Background: an optimization exercise with open tools, aiming at small area and a short achievable clock period. Do not read the settings as production practice.
At most, simulation tests tie the RTL to the original design; equivalence was not proved.
Power and IR drop assume default switching activity.

==> inputs of build 8 <==
==> flow/design.v (excerpt) <==
module TLB(
    input clk,
    input reset,
    output io_req_ready,
    input  io_req_valid,
    input [6:0] io_req_bits_asid,
    input [27:0] io_req_bits_vpn,
    input  io_req_bits_passthrough,
    input  io_req_bits_instruction,
    input  io_req_bits_store,
    output io_resp_miss,
    output[19:0] io_resp_ppn,
    output io_resp_xcpt_ld,
    output io_resp_xcpt_st,
    output io_resp_xcpt_if,
    output[7:0] io_resp_hit_idx,
    input  io_ptw_req_ready,
    output io_ptw_req_valid,
    output[26:0] io_ptw_req_bits_addr,
    output[1:0] io_ptw_req_bits_prv,
    output io_ptw_req_bits_store,
    output io_ptw_req_bits_fetch,
    input  io_ptw_resp_valid,
    input  io_ptw_resp_bits_error,
    input [19:0] io_ptw_resp_bits_pte_ppn,
    input [2:0] io_ptw_resp_bits_pte_reserved_for_software,
    input  io_ptw_resp_bits_pte_d,
    input  io_ptw_resp_bits_pte_r,
    input [3:0] io_ptw_resp_bits_pte_typ,
    input  io_ptw_resp_bits_pte_v,
    input  io_ptw_status_sd,
    input [30:0] io_ptw_status_zero2,
    input  io_ptw_status_sd_rv32,
    input [8:0] io_ptw_status_zero1,
    input [4:0] io_ptw_status_vm,
    input  io_ptw_status_mprv,
    input [1:0] io_ptw_status_xs,
    input [1:0] io_ptw_status_fs,
    input [1:0] io_ptw_status_prv3,
    input  io_ptw_status_ie3,
    input [1:0] io_ptw_status_prv2,
    input  io_ptw_status_ie2,
    input [1:0] io_ptw_status_prv1,
    input  io_ptw_status_ie1,
    input [1:0] io_ptw_status_prv,
    input  io_ptw_status_ie,
    input  io_ptw_invalidate
);
export LEC_CHECK = 0
export CAP_MARGIN = 20
export CORE_MARGIN = 2
export CORE_UTILIZATION = 40
export CTS_BUF_LIST = sky130_fd_sc_hd__clkbuf_8 sky130_fd_sc_hd__clkbuf_16
export CTS_CLUSTER_DIAMETER = 100
export CTS_CLUSTER_SIZE = 20
export SETUP_SLACK_MARGIN = 2.8
export SLEW_MARGIN = 20
export SYNTH_HIERARCHICAL = 1
create_clock -name core_clock -period 6.5 [get_ports {clk}]
run.sh (not shown) runs the stock make flow with config.mk's settings and CLKGATE_MAP_FILE= SYNTH_SCRIPT=/design/flow/synth_recipe.tcl, a recipe that flattens the netlist after the stock synthesis.
==> trial 3: changes against build 8 <==
--- a/flow/design.v
+++ b/flow/design.v
@@ -59,71 +59,49 @@
   wire [1:0] priv = (io_ptw_status_mprv & ~io_req_bits_instruction) ?
                     io_ptw_status_prv1 : io_ptw_status_prv;
   wire priv_s = (priv == 2'h1);
   wire vm_on = io_ptw_status_vm[3] & ~priv[1] & ~io_req_bits_passthrough;
   wire bad_va = io_req_bits_vpn[27] ^ io_req_bits_vpn[26];
   wire [32:0] key = {io_req_bits_asid[5:0], io_req_bits_vpn[26:0]};
-  wire [7:0] hits;        
-  wire [7:0] hits_b;      
+  wire [7:0] hits;
   wire [7:0] dmiss;       
   wire [7:0] e_ld, e_st, e_if;
   wire [7:0] errv;
-  genvar i, b;
+  genvar i;
   generate
     for (i = 0; i < 8; i = i + 1) begin : ent
       wire uok = priv_s | f_low[i];
+      assign hits[i] = vb[i] & (tag[i][26:0] == key[26:0]) &
+                       (tag[i][32:27] == key[32:27]) &
+                       (tag[i][26] == io_req_bits_vpn[27]);
       assign dmiss[i] = io_req_bits_store & f_nds[i] & uok;
       assign e_ld[i] = ~(f_a[i] & uok);
       assign e_st[i] = ~(f_ws[i] & uok);
       assign e_if[i] = dmiss[i] ? ~f_b[i] : ~(priv_s ? f_xs[i] : f_xu[i]);
       assign errv[i] = ~f_nds[i] & f_b[i];
-      wire [35:0] m;
-      for (b = 0; b < 33; b = b + 1) begin : cmp
-        g_xnor2 x (.a(tag[i][b]), .b(key[b]), .y(m[b]));
-      end
-      g_xnor2 x27 (.a(tag[i][26]), .b(io_req_bits_vpn[27]), .y(m[33]));
-      assign m[34] = vb[i];
-      assign m[35] = 1'b1;
-      wire [8:0] gn;
-      for (b = 0; b < 8; b = b + 1) begin : l1
-        g_nand4 n (.a(m[4*b]), .b(m[4*b+1]), .c(m[4*b+2]), .d(m[4*b+3]), .y(gn[b]));
-      end
-      g_nand3 n8 (.a(m[32]), .b(m[33]), .c(m[34]), .y(gn[8]));
-      wire [2:0] h;
-      for (b = 0; b < 3; b = b + 1) begin : l2
-        g_nor3 o (.a(gn[3*b]), .b(gn[3*b+1]), .c(gn[3*b+2]), .y(h[b]));
-      end
-      g_and3 ha (.a(h[0]), .b(h[1]), .c(h[2]), .y(hits[i]));
-      g_and3 hb (.a(h[0]), .b(h[1]), .c(h[2]), .y(hits_b[i]));
     end
   endgenerate
-  wire [7:0] ndm = ~dmiss;
-  wire tag_hit, sel_ld, sel_st, sel_if;
-  g_sel8 s_th (.s(hits_b), .d(ndm), .y(tag_hit));
-  g_sel8 s_ld (.s(hits_b), .d(e_ld), .y(sel_ld));
-  g_sel8 s_st (.s(hits_b), .d(e_st), .y(sel_st));
-  g_sel8 s_if (.s(hits_b), .d(e_if), .y(sel_if));
-  wire [19:0] sel_ppn;
-  generate
-    for (b = 0; b < 20; b = b + 1) begin : pb
-      g_sel8 s (.s(b < 10 ? hits : hits_b),
-                .d({ppn[7][b], ppn[6][b], ppn[5][b], ppn[4][b],
-                    ppn[3][b], ppn[2][b], ppn[1][b], ppn[0][b]}),
-                .y(sel_ppn[b]));
-      g_mux2 o (.s(vm_on), .a1(sel_ppn[b]), .a0(io_req_bits_vpn[b]), .y(io_resp_ppn[b]));
-    end
-  endgenerate
+  wire [7:0] tag_hits = hits & ~dmiss;
+  wire tag_hit = |tag_hits;
+  reg [19:0] hit_ppn;
+  integer k;
+  always @(*) begin
+    hit_ppn = 20'h0;
+    for (k = 0; k < 8; k = k + 1)
+      hit_ppn = hit_ppn | (hits[k] ? ppn[k] : 20'h0);
+  end
   wire [19:0] va = io_req_bits_vpn[19:0];
   wire va_rx = (va[19:18] == 2'b00);
   wire va_r  = (va[19:3] == 17'h08000);
   wire va_rw = (va >= 20'h40008) & (va <= 20'h40010);
   assign io_resp_hit_idx = hits;
+  assign io_resp_ppn = vm_on ? hit_ppn : va;
   assign io_resp_miss = vm_on & ~bad_va & ~tag_hit;
-  assign io_resp_xcpt_ld = bad_va | (vm_on ? sel_ld : ~(va_rx | va_r | va_rw));
-  assign io_resp_xcpt_st = bad_va | (vm_on ? sel_st : ~(va_rx | va_rw));
-  assign io_resp_xcpt_if = bad_va | (vm_on ? sel_if : ~va_rx);
+  assign io_resp_xcpt_ld = bad_va | (vm_on ? |(hits & e_ld) : ~(va_rx | va_r | va_rw));
+  assign io_resp_xcpt_st = bad_va | (vm_on ? |(hits & e_st) : ~(va_rx | va_rw));
+  assign io_resp_xcpt_if = bad_va | (vm_on ? |(hits & e_if) : ~va_rx);
   assign io_req_ready = (state == 2'h0);
   assign io_ptw_req_valid = (state == 2'h1);
   assign io_ptw_req_bits_addr = refill_tag[26:0];
   assign io_ptw_req_bits_prv = io_ptw_status_prv;
   assign io_ptw_req_bits_store = refill_store;
   assign io_ptw_req_bits_fetch = refill_fetch;
@@ -203,35 +181,6 @@
         f_xu[j] <= n_xu;
         f_nds[j] <= n_nds;
         f_b[j] <= n_b;
       end
   end
 endmodule
-module g_xnor2(input a, input b, output y);
-  assign y = ~(a ^ b);
-endmodule
-module g_nand4(input a, input b, input c, input d, output y);
-  assign y = ~(a & b & c & d);
-endmodule
-module g_nand3(input a, input b, input c, output y);
-  assign y = ~(a & b & c);
-endmodule
-module g_nor3(input a, input b, input c, output y);
-  assign y = ~(a | b | c);
-endmodule
-module g_and3(input a, input b, input c, output y);
-  assign y = a & b & c;
-endmodule
-module g_mux2(input s, input a1, input a0, output y);
-  assign y = s ? a1 : a0;
-endmodule
-module g_sel8(input [7:0] s, input [7:0] d, output y);
-  wire [3:0] t;
-  g_a22oi a0 (.a1(s[0]), .a2(d[0]), .b1(s[1]), .b2(d[1]), .y(t[0]));
-  g_a22oi a1 (.a1(s[2]), .a2(d[2]), .b1(s[3]), .b2(d[3]), .y(t[1]));
-  g_a22oi a2 (.a1(s[4]), .a2(d[4]), .b1(s[5]), .b2(d[5]), .y(t[2]));
-  g_a22oi a3 (.a1(s[6]), .a2(d[6]), .b1(s[7]), .b2(d[7]), .y(t[3]));
-  g_nand4 n (.a(t[0]), .b(t[1]), .c(t[2]), .d(t[3]), .y(y));
-endmodule
-module g_a22oi(input a1, input a2, input b1, input b2, output y);
-  assign y = ~((a1 & a2) | (b1 & b2));
-endmodule
SYNTH_HIERARCHICAL = unset   (was 1)
==> build 32: changes against build 8 <==
--- a/flow/design.v
+++ b/flow/design.v
@@ -59,71 +59,49 @@
   wire [1:0] priv = (io_ptw_status_mprv & ~io_req_bits_instruction) ?
                     io_ptw_status_prv1 : io_ptw_status_prv;
   wire priv_s = (priv == 2'h1);
   wire vm_on = io_ptw_status_vm[3] & ~priv[1] & ~io_req_bits_passthrough;
   wire bad_va = io_req_bits_vpn[27] ^ io_req_bits_vpn[26];
   wire [32:0] key = {io_req_bits_asid[5:0], io_req_bits_vpn[26:0]};
-  wire [7:0] hits;        
-  wire [7:0] hits_b;      
+  wire [7:0] hits;
   wire [7:0] dmiss;       
   wire [7:0] e_ld, e_st, e_if;
   wire [7:0] errv;
-  genvar i, b;
+  genvar i;
   generate
     for (i = 0; i < 8; i = i + 1) begin : ent
       wire uok = priv_s | f_low[i];
+      assign hits[i] = vb[i] & (tag[i][26:0] == key[26:0]) &
+                       (tag[i][32:27] == key[32:27]) &
+                       (tag[i][26] == io_req_bits_vpn[27]);
       assign dmiss[i] = io_req_bits_store & f_nds[i] & uok;
       assign e_ld[i] = ~(f_a[i] & uok);
       assign e_st[i] = ~(f_ws[i] & uok);
       assign e_if[i] = dmiss[i] ? ~f_b[i] : ~(priv_s ? f_xs[i] : f_xu[i]);
       assign errv[i] = ~f_nds[i] & f_b[i];
-      wire [35:0] m;
-      for (b = 0; b < 33; b = b + 1) begin : cmp
-        g_xnor2 x (.a(tag[i][b]), .b(key[b]), .y(m[b]));
-      end
-      g_xnor2 x27 (.a(tag[i][26]), .b(io_req_bits_vpn[27]), .y(m[33]));
-      assign m[34] = vb[i];
-      assign m[35] = 1'b1;
-      wire [8:0] gn;
-      for (b = 0; b < 8; b = b + 1) begin : l1
-        g_nand4 n (.a(m[4*b]), .b(m[4*b+1]), .c(m[4*b+2]), .d(m[4*b+3]), .y(gn[b]));
-      end
-      g_nand3 n8 (.a(m[32]), .b(m[33]), .c(m[34]), .y(gn[8]));
-      wire [2:0] h;
-      for (b = 0; b < 3; b = b + 1) begin : l2
-        g_nor3 o (.a(gn[3*b]), .b(gn[3*b+1]), .c(gn[3*b+2]), .y(h[b]));
-      end
-      g_and3 ha (.a(h[0]), .b(h[1]), .c(h[2]), .y(hits[i]));
-      g_and3 hb (.a(h[0]), .b(h[1]), .c(h[2]), .y(hits_b[i]));
     end
   endgenerate
-  wire [7:0] ndm = ~dmiss;
-  wire tag_hit, sel_ld, sel_st, sel_if;
-  g_sel8 s_th (.s(hits_b), .d(ndm), .y(tag_hit));
-  g_sel8 s_ld (.s(hits_b), .d(e_ld), .y(sel_ld));
-  g_sel8 s_st (.s(hits_b), .d(e_st), .y(sel_st));
-  g_sel8 s_if (.s(hits_b), .d(e_if), .y(sel_if));
-  wire [19:0] sel_ppn;
-  generate
-    for (b = 0; b < 20; b = b + 1) begin : pb
-      g_sel8 s (.s(b < 10 ? hits : hits_b),
-                .d({ppn[7][b], ppn[6][b], ppn[5][b], ppn[4][b],
-                    ppn[3][b], ppn[2][b], ppn[1][b], ppn[0][b]}),
-                .y(sel_ppn[b]));
-      g_mux2 o (.s(vm_on), .a1(sel_ppn[b]), .a0(io_req_bits_vpn[b]), .y(io_resp_ppn[b]));
-    end
-  endgenerate
+  wire [7:0] tag_hits = hits & ~dmiss;
+  wire tag_hit = |tag_hits;
+  reg [19:0] hit_ppn;
+  integer k;
+  always @(*) begin
+    hit_ppn = 20'h0;
+    for (k = 0; k < 8; k = k + 1)
+      hit_ppn = hit_ppn | (hits[k] ? ppn[k] : 20'h0);
+  end
   wire [19:0] va = io_req_bits_vpn[19:0];
   wire va_rx = (va[19:18] == 2'b00);
   wire va_r  = (va[19:3] == 17'h08000);
   wire va_rw = (va >= 20'h40008) & (va <= 20'h40010);
   assign io_resp_hit_idx = hits;
+  assign io_resp_ppn = vm_on ? hit_ppn : va;
   assign io_resp_miss = vm_on & ~bad_va & ~tag_hit;
-  assign io_resp_xcpt_ld = bad_va | (vm_on ? sel_ld : ~(va_rx | va_r | va_rw));
-  assign io_resp_xcpt_st = bad_va | (vm_on ? sel_st : ~(va_rx | va_rw));
-  assign io_resp_xcpt_if = bad_va | (vm_on ? sel_if : ~va_rx);
+  assign io_resp_xcpt_ld = bad_va | (vm_on ? |(hits & e_ld) : ~(va_rx | va_r | va_rw));
+  assign io_resp_xcpt_st = bad_va | (vm_on ? |(hits & e_st) : ~(va_rx | va_rw));
+  assign io_resp_xcpt_if = bad_va | (vm_on ? |(hits & e_if) : ~va_rx);
   assign io_req_ready = (state == 2'h0);
   assign io_ptw_req_valid = (state == 2'h1);
   assign io_ptw_req_bits_addr = refill_tag[26:0];
   assign io_ptw_req_bits_prv = io_ptw_status_prv;
   assign io_ptw_req_bits_store = refill_store;
   assign io_ptw_req_bits_fetch = refill_fetch;
@@ -203,35 +181,6 @@
         f_xu[j] <= n_xu;
         f_nds[j] <= n_nds;
         f_b[j] <= n_b;
       end
   end
 endmodule
-module g_xnor2(input a, input b, output y);
-  assign y = ~(a ^ b);
-endmodule
-module g_nand4(input a, input b, input c, input d, output y);
-  assign y = ~(a & b & c & d);
-endmodule
-module g_nand3(input a, input b, input c, output y);
-  assign y = ~(a & b & c);
-endmodule
-module g_nor3(input a, input b, input c, output y);
-  assign y = ~(a | b | c);
-endmodule
-module g_and3(input a, input b, input c, output y);
-  assign y = a & b & c;
-endmodule
-module g_mux2(input s, input a1, input a0, output y);
-  assign y = s ? a1 : a0;
-endmodule
-module g_sel8(input [7:0] s, input [7:0] d, output y);
-  wire [3:0] t;
-  g_a22oi a0 (.a1(s[0]), .a2(d[0]), .b1(s[1]), .b2(d[1]), .y(t[0]));
-  g_a22oi a1 (.a1(s[2]), .a2(d[2]), .b1(s[3]), .b2(d[3]), .y(t[1]));
-  g_a22oi a2 (.a1(s[4]), .a2(d[4]), .b1(s[5]), .b2(d[5]), .y(t[2]));
-  g_a22oi a3 (.a1(s[6]), .a2(d[6]), .b1(s[7]), .b2(d[7]), .y(t[3]));
-  g_nand4 n (.a(t[0]), .b(t[1]), .c(t[2]), .d(t[3]), .y(y));
-endmodule
-module g_a22oi(input a1, input a2, input b1, input b2, output y);
-  assign y = ~((a1 & a2) | (b1 & b2));
-endmodule
ABC_AREA = 1   (was unset)
SYNTH_HIERARCHICAL = unset   (was 1)
==> trial 67: changes against build 8 <==
--- a/flow/design.v
+++ b/flow/design.v
@@ -60,16 +60,17 @@
                     io_ptw_status_prv1 : io_ptw_status_prv;
   wire priv_s = (priv == 2'h1);
   wire vm_on = io_ptw_status_vm[3] & ~priv[1] & ~io_req_bits_passthrough;
   wire bad_va = io_req_bits_vpn[27] ^ io_req_bits_vpn[26];
   wire [32:0] key = {io_req_bits_asid[5:0], io_req_bits_vpn[26:0]};
   wire [7:0] hits;        
-  wire [7:0] hits_b;      
+  wire [7:0] vhits;       
   wire [7:0] dmiss;       
   wire [7:0] e_ld, e_st, e_if;
   wire [7:0] errv;
+  wire nvm = ~vm_on;
   genvar i, b;
   generate
     for (i = 0; i < 8; i = i + 1) begin : ent
       wire uok = priv_s | f_low[i];
       assign dmiss[i] = io_req_bits_store & f_nds[i] & uok;
       assign e_ld[i] = ~(f_a[i] & uok);
@@ -90,40 +91,40 @@
       g_nand3 n8 (.a(m[32]), .b(m[33]), .c(m[34]), .y(gn[8]));
       wire [2:0] h;
       for (b = 0; b < 3; b = b + 1) begin : l2
         g_nor3 o (.a(gn[3*b]), .b(gn[3*b+1]), .c(gn[3*b+2]), .y(h[b]));
       end
       g_and3 ha (.a(h[0]), .b(h[1]), .c(h[2]), .y(hits[i]));
-      g_and3 hb (.a(h[0]), .b(h[1]), .c(h[2]), .y(hits_b[i]));
+      g_and4 hv (.a(h[0]), .b(h[1]), .c(h[2]), .d(vm_on), .y(vhits[i]));
     end
   endgenerate
   wire [7:0] ndm = ~dmiss;
-  wire tag_hit, sel_ld, sel_st, sel_if;
-  g_sel8 s_th (.s(hits_b), .d(ndm), .y(tag_hit));
-  g_sel8 s_ld (.s(hits_b), .d(e_ld), .y(sel_ld));
-  g_sel8 s_st (.s(hits_b), .d(e_st), .y(sel_st));
-  g_sel8 s_if (.s(hits_b), .d(e_if), .y(sel_if));
+  wire taghit_vm, sel_ld, sel_st, sel_if;
+  g_sel8 s_th (.s(vhits), .d(ndm), .y(taghit_vm));
+  g_sel8 s_ld (.s(vhits), .d(e_ld), .y(sel_ld));
+  g_sel8 s_st (.s(vhits), .d(e_st), .y(sel_st));
+  g_sel8 s_if (.s(vhits), .d(e_if), .y(sel_if));
   wire [19:0] sel_ppn;
   generate
     for (b = 0; b < 20; b = b + 1) begin : pb
-      g_sel8 s (.s(b < 10 ? hits : hits_b),
+      g_sel8 s (.s(vhits),
                 .d({ppn[7][b], ppn[6][b], ppn[5][b], ppn[4][b],
                     ppn[3][b], ppn[2][b], ppn[1][b], ppn[0][b]}),
                 .y(sel_ppn[b]));
-      g_mux2 o (.s(vm_on), .a1(sel_ppn[b]), .a0(io_req_bits_vpn[b]), .y(io_resp_ppn[b]));
+      g_ao21 o (.a1(nvm), .a2(io_req_bits_vpn[b]), .b1(sel_ppn[b]), .y(io_resp_ppn[b]));
     end
   endgenerate
   wire [19:0] va = io_req_bits_vpn[19:0];
   wire va_rx = (va[19:18] == 2'b00);
   wire va_r  = (va[19:3] == 17'h08000);
   wire va_rw = (va >= 20'h40008) & (va <= 20'h40010);
   assign io_resp_hit_idx = hits;
-  assign io_resp_miss = vm_on & ~bad_va & ~tag_hit;
-  assign io_resp_xcpt_ld = bad_va | (vm_on ? sel_ld : ~(va_rx | va_r | va_rw));
-  assign io_resp_xcpt_st = bad_va | (vm_on ? sel_st : ~(va_rx | va_rw));
-  assign io_resp_xcpt_if = bad_va | (vm_on ? sel_if : ~va_rx);
+  assign io_resp_miss = vm_on & ~bad_va & ~taghit_vm;
+  assign io_resp_xcpt_ld = bad_va | sel_ld | (nvm & ~(va_rx | va_r | va_rw));
+  assign io_resp_xcpt_st = bad_va | sel_st | (nvm & ~(va_rx | va_rw));
+  assign io_resp_xcpt_if = bad_va | sel_if | (nvm & ~va_rx);
   assign io_req_ready = (state == 2'h0);
   assign io_ptw_req_valid = (state == 2'h1);
   assign io_ptw_req_bits_addr = refill_tag[26:0];
   assign io_ptw_req_bits_prv = io_ptw_status_prv;
   assign io_ptw_req_bits_store = refill_store;
   assign io_ptw_req_bits_fetch = refill_fetch;
@@ -173,13 +174,13 @@
       refill_idx <= repl;
       refill_store <= io_req_bits_store;
       refill_fetch <= io_req_bits_instruction;
     end
     if (reset)
       plru <= 7'h0;
-    else if (io_req_valid & vm_on & tag_hit) begin
+    else if (io_req_valid & taghit_vm) begin
       plru[1] <= ~hidx2;
       if (~hidx2) plru[2] <= ~hidx1; else plru[3] <= ~hidx1;
       case ({hidx2, hidx1})
         2'd0: plru[4] <= ~hidx0;
         2'd1: plru[5] <= ~hidx0;
         2'd2: plru[6] <= ~hidx0;
@@ -218,14 +219,17 @@
 module g_nor3(input a, input b, input c, output y);
   assign y = ~(a | b | c);
 endmodule
 module g_and3(input a, input b, input c, output y);
   assign y = a & b & c;
 endmodule
-module g_mux2(input s, input a1, input a0, output y);
-  assign y = s ? a1 : a0;
+module g_and4(input a, input b, input c, input d, output y);
+  assign y = a & b & c & d;
+endmodule
+module g_ao21(input a1, input a2, input b1, output y);
+  assign y = (a1 & a2) | b1;
 endmodule
 module g_sel8(input [7:0] s, input [7:0] d, output y);
   wire [3:0] t;
   g_a22oi a0 (.a1(s[0]), .a2(d[0]), .b1(s[1]), .b2(d[1]), .y(t[0]));
   g_a22oi a1 (.a1(s[2]), .a2(d[2]), .b1(s[3]), .b2(d[3]), .y(t[1]));
   g_a22oi a2 (.a1(s[4]), .a2(d[4]), .b1(s[5]), .b2(d[5]), .y(t[2]));
==> summary of the runs <==
Non-clock buffer count: trial 67 < build 8 < trial 3 < build 32.
Synthesized cell count: trial 3 is lower than build 32 (about 50%).
Wire length: build 8 < trial 67 < trial 3 < build 32.
Core utilization, highest first: build 32, build 8, trial 3, trial 67.
In clock power, build 8 and trial 3 hardly differ.
Sequential share of layout area, lowest first: build 32, build 8, trial 3, trial 67.
Setup slack, lowest first: trial 3, build 32, trial 67, build 8.
Combinational power, highest first: build 32, trial 3, build 8, trial 67.
Synthesized area: trial 3 is smaller than trial 67 (0.69%).
Sequential power is about the same in trial 67 and build 8.
==> figures <==
                                                                              build 32                 trial 67                   trial 3                  build 8
Max stage delay cell, worst path                              sky130_fd_sc_hd__o31ai_4  sky130_fd_sc_hd__and4_4  sky130_fd_sc_hd__nand4_1  sky130_fd_sc_hd__mux2_4
Die Y-Extent                                                                    259 um                   240 um                    240 um                   241 um
Area fraction in and, or, nand and nor cells after synthesis                     0.255                   0.0684                    0.0617                   0.0686
Netlist cell types                                                                  49                       56                        58                       54
Syn_area_per_cell                                                             9.35 um2                 16.8 um2                  15.8 um2                 17.1 um2
Num rows                                                                            93                       86                        86                       86
Count of buffers added by post-CTS timing repair for setup                         118                      110                       102                      103
Net switching share of the total power                                           0.261                    0.215                     0.223                    0.217
Global routing usage on met3                                                    0.0585                   0.0375                    0.0322                   0.0262
Wire length per cell                                                           28.2 um                  25.0 um                   27.6 um                  24.1 um
HPWL after DPL                                                               82,500 um                33,900 um                 39,300 um                34,900 um
Area of the die                                                             67,200 um2               57,800 um2                57,400 um2               58,100 um2
Share of the clock period used by the worst path                                 0.736                    0.719                     0.789                    0.711
Status                                                no timing/DRC/antenna violations  no timing/DRC/antenna violations  no timing/DRC/antenna violations  no timing/DRC/antenna violations
Count of nets after finishing                                                    3,371                    1,785                     1,826                    1,775
Tap cell count                                                                     855                      748                       748                      748
Multi-input gates                                                                1,813                      744                       756                      731
Sequential cell power                                                        0.00392 W                0.00387 W                 0.00388 W                0.00387 W
Share of the yosys chip area belonging to registers                              0.610                    0.711                     0.716                    0.708
Number of gates resized after CTS                                                  915                      509                       524                      589
Combinational cell fraction of total power                                       0.122                    0.070                     0.075                    0.073
For build 8 and trial 67, only the layout was checked, not whether the RTL still works.

afterwards: timing with drivers on the ports:
The results above use ideal ports. As a check the final layouts listed here were re-extracted and re-timed, cells and wires unchanged. Step 1, drivers: a clkbuf_16 drives clk and a buf_2 each remaining input, both assumed. Step 2 adds t to the input delays and takes it off the output delays; t is the mean of the earliest and latest rising clock arrival at the registers after step 1. Input paths then give back, and output paths get back, about the clock's delay inside the block. Slacks: ideal ports / drivers / drivers and shift; pairs: ideal ports / drivers.
run	t (ns)	setup WS [ns]	worst setup path after step 2	latest minus earliest clock arrival (ns)	pins driven straight from the clock port
build 8	0.665	1.878 / 1.829 / 1.260	input to register	0.024 / 0.024	1
trial 3	0.665	1.374 / 1.339 / 1.339	input to output	0.033 / 0.032	1
build 32	0.655	1.716 / 1.653 / 1.653	input to output	0.041 / 0.041	1
trial 67	0.647	1.825 / 1.778 / 1.778	input to output	0.017 / 0.017	1
After both steps every run listed still meets setup and hold. For build 8, which loses most, drivers alone change the setup slack by -0.049 ns; drivers and shift together by -0.618 ns.
